Context: an optimization exercise on an open-source flow, tuned for small area. The choices shown serve that exercise and are no tape-out recipe. Function was not checked in any run shown here: the RTL went through the layout flow alone. No activity file was given, so power comes from the tool's default toggle rates.

==> flow/design.v (outline; a module is shown in full before it is edited, if it fits) <==
// module firfilt: 2516 lines
// module fa: 4 lines
// module ha: 4 lines
module firfilt (sig_in, sig_out, clk, rst);
  // ...
==> flow/run.sh <==
#!/bin/bash
# synth_recipe.tcl (not shown) runs the flow's synth.tcl, then flattens the netlist and writes it again
# the make line also repeats each setting of config.mk as NAME=value (left out here)
make -C /OpenROAD-flow-scripts/flow DESIGN_CONFIG=/design/flow/config.mk WORK_HOME=/design/flow/orfs CLKGATE_MAP_FILE= SYNTH_SCRIPT=/design/flow/synth_recipe.tcl finish
==> flow/config.mk <==
export PLATFORM = sky130hd
export DESIGN_NAME = firfilt
export DESIGN_NICKNAME = firfilt
export VERILOG_FILES = /design/flow/design.v
export SDC_FILE = /design/flow/constraint.sdc
export NUM_CORES = 4
export LEC_CHECK = 0
export ABC_AREA = 1
export CAP_MARGIN = 20
export CORE_MARGIN = 2
export CORE_UTILIZATION = 55
export CTS_BUF_LIST = sky130_fd_sc_hd__clkbuf_4 sky130_fd_sc_hd__clkbuf_8
export CTS_CLUSTER_DIAMETER = 50
export CTS_CLUSTER_SIZE = 25
export SLEW_MARGIN = 20
export SYNTH_HIERARCHICAL = 1
==> flow/constraint.sdc <==
create_clock -name core_clock -period 14.0 [get_ports {clk}]
set_input_delay 2.8000 -clock core_clock [delete_from_list [all_inputs] [get_ports {clk}]]
set_output_delay 2.8000 -clock core_clock [all_outputs]
set_load 0.01 [all_outputs]
==> summary.txt, run 1 <==
Worst-path clk slew roughly 100 ps; First DRT Iteration DRCs 1,141; largest class multi-input gates; Tot Pwr approximately 6000 uW; multi-input logic cell count approximately 1,700; nonclk buf count 40; YS warnings 7; Placement Cell Area approximately 38,000 sq um; P_leak roughly 0.016 uW; Worst Slack Setup Final 748 ps; drt drc 0; switching share of power 0.413; R2R setup slack between 700 and 800 ps; period utilization 0.947; CTS hold repair buffers 0; first-pass GRT wire length between 150 and 200 mm; sequential power share 0.270; status complete, no violations; post-synthesis compound-gate area fraction 0.00209; part of the Yosys area used for sequential elements 0.299; Arr. time, crit path about 14,000 ps; IO Count 34; Clock-cell share 0.0353; Syn Area/Cell roughly 14 sq um; largest family of logic cells by synthesized area adder cells; Top cell by count, worst path fa_1; Clock Tree Buf Depth 3; critical path type flop to flop; Post-synth ARST share 0; synth unique cells 25; MaxCap Viol Count 0; most frequent cells in the layout 1,061 x fa_1, 544 x dfxtp_1, 299 x nand2_1, 272 x nor2_1, 185 x inv_1; H-tree depth 2; met1 wire length about 34 mm; Commonest cells post-synth 1,061 x fa_1, 544 x dfxtp_1, 299 x nand2_1, 272 x nor2_1, 186 x inv_1
==> inputs of run 2 (changes only) <==
--- a/flow/config.mk
+++ b/flow/config.mk
@@ -9,8 +9,8 @@
 export CAP_MARGIN = 20
 export CORE_MARGIN = 2
 export CORE_UTILIZATION = 55
-export CTS_BUF_LIST = sky130_fd_sc_hd__clkbuf_4 sky130_fd_sc_hd__clkbuf_8
-export CTS_CLUSTER_DIAMETER = 50
-export CTS_CLUSTER_SIZE = 25
+export CTS_BUF_LIST = sky130_fd_sc_hd__clkbuf_16
+export CTS_CLUSTER_DIAMETER = 45
+export CTS_CLUSTER_SIZE = 24
 export SLEW_MARGIN = 20
 export SYNTH_HIERARCHICAL = 1
==> summary.txt, run 2 <==
Slowest-stage cell, CP fa_1 (unchanged); GP Congestion 0.987 (unchanged); most frequent cell after synthesis fa_1 (unchanged); most common flop cell mapped by yosys dfxtp_1 (unchanged); fin crit period 13,320 ps (was 13,250 ps); Final TNS setup 0 ps (unchanged); H-tree depth 3 (was 2); clock tree sinks 544 (unchanged); PwrDens 167 nW/um^2 (was 153 nW/um^2); Post-synth ARST share 0 (unchanged); top cell type's share of synthesized area 0.583 (unchanged); MaxCap Viol Count 0 (unchanged); filler cell count 5,021 (was 5,174); commonest non-fill, non-tap cell in the layout fa_1 (unchanged); post-synth top area cell fa_1 (unchanged); GRT Overall Usage 0.351 (was 0.348); # setup viols final 0 (unchanged); antenna-violating nets left 0 (unchanged); vias in the first global route 22,800 (was 22,700); period utilization 0.951 (was 0.947); Peak Freq 0.0751 GHz (was 0.0755 GHz); nets 3,731 (was 3,719); CTS hold repair buffers 0 (unchanged); Core Region 65,600 sq um (unchanged); Worst EP required 14,450 ps (was 14,570 ps); Clock Tree Buf Depth 3 (unchanged); Hold WC Path Type flop to flop (unchanged); total number of vias 18,700 (was 18,500); Final Hold Vio Count 0 (unchanged); Slew HR 0.363 (was 0.339); critical path type flop to flop (unchanged); RSZ-0062 raised after global routing false (unchanged); Die Ht 261 um (unchanged); Placement Cell Area 37,600 sq um (unchanged); drt first pass iters 7 (was 5); IO Count 34 (unchanged); TritonCTS buffer count 69 (was 57); crit-path max FO 3 (unchanged); met2 Use GR 0.645 (was 0.638); GRT busiest layer met2 (unchanged); Syn-to-layout area delta 9.88% (was 6.93%); Mapped Nets 3,680 (unchanged); GR Util met3 0.0424 (was 0.0373); CP Capture Type flop (unchanged); root buffer cell clkbuf_16 (was clkbuf_8); Top cell by count, worst path fa_1 (unchanged); die area 68,300 sq um (unchanged); vias per cell 5.34 (was 5.33); status complete, no violations (unchanged); grt ovf 0 (unchanged); port bufs 33 (unchanged); die width 261 um (unchanged); Syn Area/Cell 14.4 sq um (unchanged); Least-Margin Pin Slew 955 ps (was 991 ps); drt drc 0 (unchanged); setup repair bufs after CTS 0 (unchanged); synth top area cells fa_1 58%, dfxtp_1 30%, nand2_1 3.1% (unchanged); VDD IR-drop max 0.343 mV (was 0.339 mV); Syn Std Cell Area 36,400 sq um (unchanged); Worst-path clk slew 60 ps (was 100 ps); final wirelength 110 mm (was 109 mm); TritonCTS clock tree done (unchanged); most frequent cells in the layout 1,061 x fa_1, 544 x dfxtp_1, 299 x nand2_1, 272 x nor2_1, 185 x inv_1 (unchanged); synth unique cells 25 (unchanged); DP HPWL 99.1 mm (unchanged); layout cells sized above 1 0.0505 (was 0.0467); First DRT Iteration DRCs 1,190 (was 1,141); Synth Register Bits 544 (unchanged); Startpoint Class flop (unchanged); row cnt 94 (unchanged); P_leak 0.0162 uW (was 0.0157 uW); Commonest cells post-synth 1,061 x fa_1, 544 x dfxtp_1, 299 x nand2_1, 272 x nor2_1, 186 x inv_1 (unchanged); Pins Over Slew Limit 0 (unchanged); Initial Util 0.555 (unchanged); post-CTS sizing 0 (unchanged); number of synthesized flops with an enable pin 0 (unchanged); YS warnings 7 (unchanged); Arr. time, crit path 13,770 ps (was 13,820 ps); largest net degree at the start of global routing 126 (unchanged); clock latency on the worst-skew pair 610 ps (was 720 ps); ANT cells 0 (was 1); antenna violations before repair 0 (was 1); first-pass GRT wire length 161 mm (was 160 mm); peak per-stage delay on the critical path 770 ps (was 720 ps); Clock Skew 25.3 ps (was 65.8 ps); wire per inst 31.5 um (was 31.4 um); part of the Yosys area used for sequential elements 0.299 (unchanged); Mapped Cells 2,527 (unchanged); met1 usage 0.362 (about the same); Finished Cell Area 40,000 sq um (was 39,000 sq um)
## run 2: cell count changes in the layout (fill, tap and decap cells not counted), sizes merged
| cell | delta |
|---|---|
| clkinv | +10 |
| bufinv | +9 |
| clkbuf | +6 |
| inv | -5 |
| clkinvlp | -1 |
| diode | -1 |
## run 2: modules after synthesis (local to each module, per instance)
module   flip-flops and latches  area [sq um]  cells  copies in the design
ha                            0          12.5      1                    56
firfilt                     544         14800   1426                     1
fa                            0          20.0      1                  1045
## run 2: final timing paths
| check | from | end | cells after the start | slack, ps |
|---|---|---|---|---|
| worst min-delay path | d25[15] | d26[15] | 1 | 390 |
| worst min register to register | d25[15] | d26[15] | 1 | 390 |
| worst max-delay path | d7[0] | sig_out[12] | 35 | 680 |
| worst max register to register | d7[0] | sig_out[12] | 35 | 680 |
## run 2: logic make-up after synthesis
| kind of cell | synth area share |
|---|---|
| buf+inv | 0.0284 |
| flops | 0.299 |
| fa+ha+maj | 0.609 |
| compound gates | 0.00209 |
| simple gates | 0.0614 |
| xor+xnor | 0.000721 |
## run 2: per-stage QoR
| step | hold slack [ps] | util | setup WS [ps] | total power, uW | instances |
|---|---|---|---|---|---|
| floorplan | 366 | - | 1460 | 3900 | 2527 |
| global placement | 375 | 0.573 | 775 | 4910 | 3371 |
| detailed placement | 379 | 0.573 | 670 | 4940 | 3371 |
| CTS | 393 | 0.610 | 594 | 6830 | 3496 |
| global route | 403 | 0.610 | 230 | 7300 | 3496 |
| finish | 393 | 0.610 | 684 | 6690 | 3496 |
## run 2: metal layers
layer / vias to the layer above / wire length (um)
met5: - / 0
met4: 0 / 11400
met3: 314 / 3420
met2: 569 / 61200
met1: 10100 / 34200
li1: 7646 / -
## run 2: critical path: cells and delay by family (launching register included)
| family | cells | cell delay (ps) |
|---|---|---|
| adders and majority gates | 29 | 12100 |
| and+or+nand+nor | 4 | 470 |
| DFF | 1 | 320 |
| AOI/OAI and AO/OA | 1 | 220 |
| buffers and inverters | 1 | 50 |
## run 2: cell type report
cell class	instances	area [sq um]	share of cell area
clock buffer	70	1750	0.0437
multi-input combinational	1736	24500	0.612
tap	864	1080	0.0270
inverter	187	709	0.0177
clock inverter	55	704	0.0176
sequential	544	10900	0.272
timing repair buffer	40	388	0.00969
## run 2: power by group
| group | internal [uW] | total, uW | switching [uW] |
|---|---|---|---|
| sequential | 1610 | 1620 | 11.3 |
| clock | 1120 | 1870 | 759 |
| combinational | 1430 | 3200 | 1770 |
| total | 4150 | 6690 | 2540 |
==> inputs of run 3 (changes only) <==
--- a/flow/config.mk
+++ b/flow/config.mk
@@ -9,8 +9,8 @@
 export CAP_MARGIN = 20
 export CORE_MARGIN = 2
 export CORE_UTILIZATION = 55
-export CTS_BUF_LIST = sky130_fd_sc_hd__clkbuf_16
-export CTS_CLUSTER_DIAMETER = 45
-export CTS_CLUSTER_SIZE = 24
+export CTS_BUF_LIST = sky130_fd_sc_hd__clkbuf_8
+export CTS_CLUSTER_DIAMETER = 35
+export CTS_CLUSTER_SIZE = 16
 export SLEW_MARGIN = 20
 export SYNTH_HIERARCHICAL = 1
==> summary.txt, run 3 <==
Synth Register Bits 544 (unchanged); crit-path max FO 3 (unchanged); Worst-path clk slew 70 ps (was 60 ps); Syn Std Cell Area 36,400 sq um (unchanged); filler cell count 5,126 (was 5,021); drt drc 0 (unchanged); worst hold endpoint d2[0] (was d26[15]); most frequent cells in the layout 1,061 x fa_1, 544 x dfxtp_1, 299 x nand2_1, 272 x nor2_1, 194 x inv_1 (was 1,061 x fa_1, 544 x dfxtp_1, 299 x nand2_1, 272 x nor2_1, 185 x inv_1); hold wc startpoint d1[0] (was d25[15]); Peak Freq 0.0756 GHz (was 0.0751 GHz); first-pass GRT wire length 161 mm (about the same); vias in the first global route 23,000 (was 22,800); # setup viols final 0 (unchanged); Die Ht 261 um (unchanged); drt first pass iters 7 (unchanged); CTS hold repair buffers 0 (unchanged); R2R depth 35 (unchanged); Commonest cells post-synth 1,061 x fa_1, 544 x dfxtp_1, 299 x nand2_1, 272 x nor2_1, 186 x inv_1 (unchanged); wire per inst 31.1 um (was 31.5 um); synth top area cells fa_1 58%, dfxtp_1 30%, nand2_1 3.1% (unchanged); post-synth top area cell fa_1 (unchanged); number of synthesized flops with an enable pin 0 (unchanged); Least-Margin Pin Slew 973 ps (was 955 ps); antenna violations before repair 1 (was 0); Hold WC Path Type flop to flop (unchanged); Mapped Nets 3,680 (unchanged); First DRT Iteration DRCs 1,194 (was 1,190); grt ovf 0 (unchanged); sequential cell area 10,900 sq um (unchanged); CP Capture Type flop (unchanged); Mapped Cells 2,527 (unchanged); DP HPWL 99.1 mm (unchanged); Post-synth ARST share 0 (unchanged); commonest non-fill, non-tap cell in the layout fa_1 (unchanged); GRT Overall Usage 0.351 (about the same); RSZ-0062 raised after global routing false (unchanged); antenna-violating nets left 0 (unchanged); Worst EP required 14,550 ps (was 14,450 ps); reg2reg end sig_out[12] (unchanged); Worst Setup SP d7[0] (unchanged); Clock Skew 27.0 ps (was 25.3 ps); TritonCTS clock tree done (unchanged); H-tree depth 3 (unchanged); GP Congestion 0.987 (unchanged); setup repair bufs after CTS 0 (unchanged); die area 68,300 sq um (unchanged); peak per-stage delay on the critical path 710 ps (was 770 ps); Initial Util 0.555 (unchanged); final wirelength 110 mm (about the same); Final Hold Vio Count 0 (unchanged); root buffer cell clkbuf_8 (was clkbuf_16); footprint of the multi-input gates 24,500 sq um (unchanged); port bufs 33 (unchanged); Finished Cell Area 39,600 sq um (was 40,000 sq um); fin crit period 13,230 ps (was 13,320 ps); synth unique cells 25 (unchanged); R2R Path Start d7[0] (unchanged); Layout Utilization 0.603 (was 0.610); PwrDens 160 nW/um^2 (was 167 nW/um^2); clock latency on the worst-skew pair 710 ps (was 610 ps); VDD IR-drop max 0.331 mV (was 0.343 mV); row cnt 94 (unchanged); Top cell by count, worst path fa_1 (unchanged); Core Region 65,600 sq um (unchanged); IO Count 34 (unchanged); layout cells sized above 1 0.0637 (was 0.0505); most frequent cell after synthesis fa_1 (unchanged); Syn Area/Cell 14.4 sq um (unchanged); total number of vias 18,700 (about the same); worst hold path depth 1 (unchanged); nets 3,749 (was 3,731); MaxCap Viol Count 0 (unchanged); top cell type's share of synthesized area 0.583 (unchanged); status complete, no violations (unchanged); clock tree sinks 544 (unchanged); die width 261 um (unchanged); critical path type flop to flop (unchanged); vias per cell 5.29 (was 5.34); largest net degree at the start of global routing 126 (unchanged); most common flop cell mapped by yosys dfxtp_1 (unchanged); TritonCTS buffer count 87 (was 69); Fin Hold WS 391 ps (was 393 ps); post-CTS sizing 0 (unchanged); Syn-to-layout area delta 8.69% (was 9.88%); Final TNS setup 0 ps (unchanged); period utilization 0.945 (was 0.951); YS warnings 7 (unchanged); Startpoint Class flop (unchanged); Pins Over Slew Limit 0 (unchanged); P_leak 0.0160 uW (was 0.0162 uW); Slew HR 0.351 (was 0.363); part of the Yosys area used for sequential elements 0.299 (unchanged); R2R setup slack 770 ps (was 680 ps); Clock Tree Buf Depth 3 (unchanged); Arr. time, crit path 13,780 ps (was 13,770 ps); Placement Cell Area 37,600 sq um (unchanged); Slowest-stage cell, CP fa_1 (unchanged)
[run 3: modules after synthesis, one instance, submodules excluded]
module / times used / cell area (sq um) / flip-flops and latches / cells inside
ha: 56 / 12.5 / 0 / 1
fa: 1045 / 20.0 / 0 / 1
firfilt: 1 / 14800 / 544 / 1426
[run 3: how the worst max path moves through the flow]
stage,end,slack (ps)
4_1_cts,sig_out[12],660
2_1_floorplan,sig_out[12],1460
5_1_grt,sig_out[12],280
6_report,sig_out[12],770
3_5_place_dp,sig_out[12],670
3_3_place_gp,sig_out[12],780
[run 3: layout make-up]
class	instances	area share
multi-input cells	1736	0.619
inverters	187	0.0179
well taps	864	0.0273
diodes	1	0.0000632
repair buffers	40	0.00979
clock inverters	64	0.0166
flip-flops and latches	544	0.275
clock buffers	99	0.0344
[run 3: kinds of logic after synthesis]
family | Yosys count | share of synthesized area
adders and majority gates | 1136 | 0.609
and+or+nand+nor | 585 | 0.0614
DFF | 544 | 0.299
buffers and inverters | 247 | 0.0284
AOI/OAI and AO/OA | 12 | 0.00209
xor gates and xnor gates | 3 | 0.000721
[run 3: metrics by stage]
| stage | std cells | total power, uW | worst slack (ps) |
|---|---|---|---|
| final | 3535 | 6350 | 771 |
| after global routing | 3535 | 6980 | 277 |
| after CTS | 3534 | 6510 | 656 |
| after detailed placement | 3371 | 4940 | 670 |
| after global placement | 3371 | 4910 | 775 |
| after floorplan | 2527 | 3900 | 1460 |
[run 3: metal layers]
metal,GRT usage,routed length [um],share of wire
met3,0.0457,3500,0.032
met5,0,0,0
met1,0.361,34400,0.31
met2,0.642,61000,0.55
met4,0.281,11200,0.10
[run 3: report_power, final]
| group | internal, uW | total (uW) | switching, uW |
|---|---|---|---|
| Combinational | 1420 | 3180 | 1760 |
| Sequential | 1600 | 1620 | 11.3 |
| Clock | 807 | 1550 | 742 |
[run 3: worst max-delay path, delay by kind of cell, from the launching register on]
family                   cells  cell delay (ps)
AND/OR/NAND/NOR              4              470
adder cells (fa/ha/maj)     29            12040
flip-flops                   1              320
buffers and inverters        1               50
AO/OA/AOI/OAI                1              220

==> re-timing with driven ports <==
The flow's constraints put no driver on any port. The routed layouts listed below were extracted and timed again, unchanged, in two steps. Step 1 sets driving cells, clkbuf_16 on the clock port and buf_2 on the other inputs (assumed; they add their load-dependent delay and slew). Step 2 adds t to the input delays and takes it off the output delays; t is the mean of the earliest and latest rising clock arrival at the registers after step 1. Input paths then give back, and output paths get back, about the clock's delay inside the block. a / b / c = ideal / step 1 / step 2; a / b = the first two.
run	t, ns	setup slack, ns	worst hold slack (ns)
run 1	0.744	0.748 / 0.748 / 0.748	0.373 / 0.373 / 0.373
run 2	0.665	0.684 / 0.684 / 0.684	0.393 / 0.393 / 0.393
run 3	0.762	0.771 / 0.771 / 0.771	0.391 / 0.391 / 0.391
After both steps setup and hold are still met in every run listed.
